Background: an optimization exercise with open tools, aiming at small area. Do not read the settings as production practice.
The RTL was checked by simulation tests, not by an equivalence proof against the original design.
The flow treats the clock pin as an ideal source, which a real chip does not have.

== alpha ==
// draw_line
module draw_line(clk, rst_n, wea, x, y, m, b, dir, range, index_rd, line_x, line_y, finish);
==> flow/config.mk <==
export PLATFORM = sky130hd
export DESIGN_NAME = draw_line
export DESIGN_NICKNAME = draw_line
export VERILOG_FILES = /design/flow/design.v
export SDC_FILE = /design/flow/constraint.sdc
export NUM_CORES = 4
export LEC_CHECK = 0
export CAP_MARGIN = 20
export CORE_MARGIN = 2
export CORE_UTILIZATION = 40
export SLEW_MARGIN = 20
export SYNTH_HIERARCHICAL = 1
export SYNTH_MINIMUM_KEEP_SIZE = 0
==> flow/constraint.sdc <==
create_clock -name core_clock -period 14.0 [get_ports {clk}]
set_input_delay 2.8000 -clock core_clock [delete_from_list [all_inputs] [get_ports {clk}]]
set_output_delay 2.8000 -clock core_clock [all_outputs]
set_load 0.01 [all_outputs]
standard.sh (not shown) runs the stock make flow with config.mk's settings and CLKGATE_MAP_FILE= SYNTH_SCRIPT=/design/flow/synth_recipe.tcl, a recipe that flattens the netlist after the stock synthesis.
==> flow/flow/run.sh <==
#!/bin/bash
# The standard layout (the standard.sh: the standard synthesis and ORFS
# from floorplan to finish), with these changes to how the layout is made:
#  - at the start of the floorplan step, flow/downsize.tcl swaps every
#    combinational cell for the smallest cell of the same function; the
#    timing repair of the floorplan and later steps sizes up what is needed;
#  - the port buffers that global placement adds to every input and output
#    are sky130_fd_sc_hd__buf_1 cells instead of the default buffer;
set -euo pipefail
here=$(pwd)
bash standard.sh \
  "PRE_FLOORPLAN_TCL=$here/flow/downsize.tcl" \
  "POST_CTS_TCL=$here/flow/clkfix.tcl" \
  "BUFFER_PORTS_ARGS=-buffer_cell sky130_fd_sc_hd__buf_1" \
  "CTS_ARGS=-sink_clustering_enable -repair_clock_nets -dont_use_dummy_load -buf_list sky130_fd_sc_hd__clkbuf_8" \
  finish > flow_make.log 2>&1
Other scripts of this flow, unchanged in this note and not shown: flow/flow/clkfix.tcl, flow/flow/downsize.tcl
Edits applied to the flow inputs when going from alpha to beta:
diff --git a/flow/design.v b/flow/design.v
--- a/flow/design.v
+++ b/flow/design.v
@@ -6,15 +6,15 @@
 input      [31:0] index_rd;
 output     [31:0] line_x, line_y;
 output     reg finish;
 reg        [31:0] cnt, cnt_upd;
 reg        [31:0] x_reg, m_reg, acc;
 reg               mv, dec;
 reg        [4:0]  idx;
-reg        [2:0]  ph;
+reg        [1:0]  ph;
 genvar gi;
 wire [32:0] ltc;
 assign ltc[0] = 1'b0;
 generate for (gi = 0; gi < 32; gi = gi + 1) begin : g_lt
     assign ltc[gi+1] = (range[gi] & ~cnt[gi]) | (range[gi] & ltc[gi]) | (~cnt[gi] & ltc[gi]);
 end endgenerate
 wire        lt = ltc[32];
@@ -33,42 +33,41 @@
         cnt_upd <= cnt;
         finish  <= !lt;
     end
 end
 wire        start  = wea && !rst_n;
 always @(posedge clk) begin
     if (start)
-        ph <= 3'd0;
-    else if (!ph[2])
-        ph <= ph + 3'd1;
+        ph <= 2'd0;
+    else if (ph != 2'd3)
+        ph <= ph + 2'd1;
 end
-wire        rd   = ph[2];
-wire [1:0]  st   = ph[1:0];
-wire        dneg = rd && dec;
+wire        dneg = !wea && ph == 2'd3 && dec;
 wire [4:0]  kz   = mv ? idx : 5'd0;
+wire [31:0] msel = start ? m : m_reg;
 always @(posedge clk) begin
-    if (start || !rd)
-        m_reg <= start ? m : {m_reg[23:0], m_reg[31:24]};
+    if (start || ph != 2'd3)
+        m_reg <= {msel[23:0], msel[31:24]};
 end
 wire [2:0]  keep;
-assign keep[0] = rd || st == 2'd0;
-assign keep[1] = rd || st <= 2'd1;
-assign keep[2] = rd || st <= 2'd2;
-wire [31:0] mop = m_reg & {8'hFF, {8{keep[2]}}, {8{keep[1]}}, {8{keep[0]}}};
-wire [31:0] aop = acc;
+assign keep[0] = start || ph == 2'd3;
+assign keep[1] = start || ph == 2'd3 || ph == 2'd0;
+assign keep[2] = start || ph != 2'd2;
+wire [31:0] mop = msel & {8'hFF, {8{keep[2]}}, {8{keep[1]}}, {8{keep[0]}}};
 reg  [7:0]  wop;
 reg         wm1;
+wire [31:0] aop = start ? b : acc;
 always @(*) begin
-    if (rd) begin
-        wop = {3'd0, kz};      wm1 = 1'b0;
-    end else case (st)
-        2'd0: begin wop = x_reg[7:0];   wm1 = 1'b0;      end
-        2'd1: begin wop = x_reg[15:8];  wm1 = x_reg[7];  end
-        2'd2: begin wop = x_reg[23:16]; wm1 = x_reg[15]; end
-        default: begin wop = x_reg[31:24]; wm1 = x_reg[23]; end
+    if (start) begin
+        wop = x[7:0];  wm1 = 1'b0;
+    end else case (ph)
+        2'd0: begin wop = x_reg[15:8];  wm1 = x_reg[7];  end
+        2'd1: begin wop = x_reg[23:16]; wm1 = x_reg[15]; end
+        2'd2: begin wop = x_reg[31:24]; wm1 = x_reg[23]; end
+        default: begin wop = {3'd0, kz}; wm1 = 1'b0; end
     endcase
 end
 wire [31:0] mac;
 wire [3:0] one, two, neg;
 wire [31:0] mopn = ~mop;
 wire [8:0] wx = {wop, wm1};
 assign one[0] = wx[1] ^ wx[0];
@@ -642,19 +641,19 @@
 assign mac = {t274, t272, t270, t268, t266, t264, t262, t261, t243, t241, t239, t237, t235, t233, t231, t230, t211, t209, t207, t205, t203, t201, t199, t198, t180, t178, t176, t174, t172, t170, t168, t166};
 always @(posedge clk) begin
     if (start) begin
         x_reg <= x;
         dec   <= (dir == 32'd0);
         mv    <= (dir == 32'd0) || (dir == 32'd1);
     end
-    if (start || !rd)
-        acc <= start ? b : mac;
+    if (start || ph != 2'd3)
+        acc <= mac;
     idx <= index_rd[4:0];
 end
-wire [5:0]  lxc;
+wire [32:0] lxc;
 assign lxc[0] = dec;
 generate for (gi = 0; gi < 5; gi = gi + 1) begin : g_lxl
     dl_fa u (.a(x_reg[gi]), .b(kz[gi] ^ dec), .c(lxc[gi]), .s(line_x[gi]), .co(lxc[gi+1]));
 end endgenerate
 wire        lxu = lxc[5] ^ dec;
 wire [27:0] lxh;
 assign lxh[0] = lxu;
Findings:
- Relative area of clock buffers and inverters in the final design delta (beta -> alpha): insignificant
- Final standard cell utilization of the core: beta higher than alpha
- The run with more setup slack is alpha; beta has less.

afterwards: timing with drivers on the ports:
How much do the figures lean on ideal ports? The routed layouts below were timed once more, with nothing changed but the port constraints. Step 1 (the two cells are an assumption about what drives the block):
set clk [get_ports {clk}]
set_driving_cell -lib_cell sky130_fd_sc_hd__clkbuf_16 $clk
set_driving_cell -lib_cell sky130_fd_sc_hd__buf_2 [delete_from_list [all_inputs] $clk]
Step 2, shift: input delay + t, output delay - t, t = (earliest + latest rising clock arrival at the registers) / 2. This alone moves slack from input paths to output paths. Slacks: ideal / step 1 / step 2; pairs: ideal / step 1.
| run | shift t [ns] | setup WS [ns] | hold slack, ns | worst slew at a driven data input, ns |
|---|---|---|---|---|
| alpha | 0.524 | 1.095 / 1.047 / 1.572 | 0.377 / 0.377 / 0.377 | 0.10 |
| beta | 0.526 | 0.540 / 0.494 / 0.494 | 0.376 / 0.376 / 0.376 | 0.08 |
After both steps setup and hold are still met in every run listed. The setup slack of beta, which loses most, moves by -0.046 ns with the drivers and by -0.046 ns with both steps.
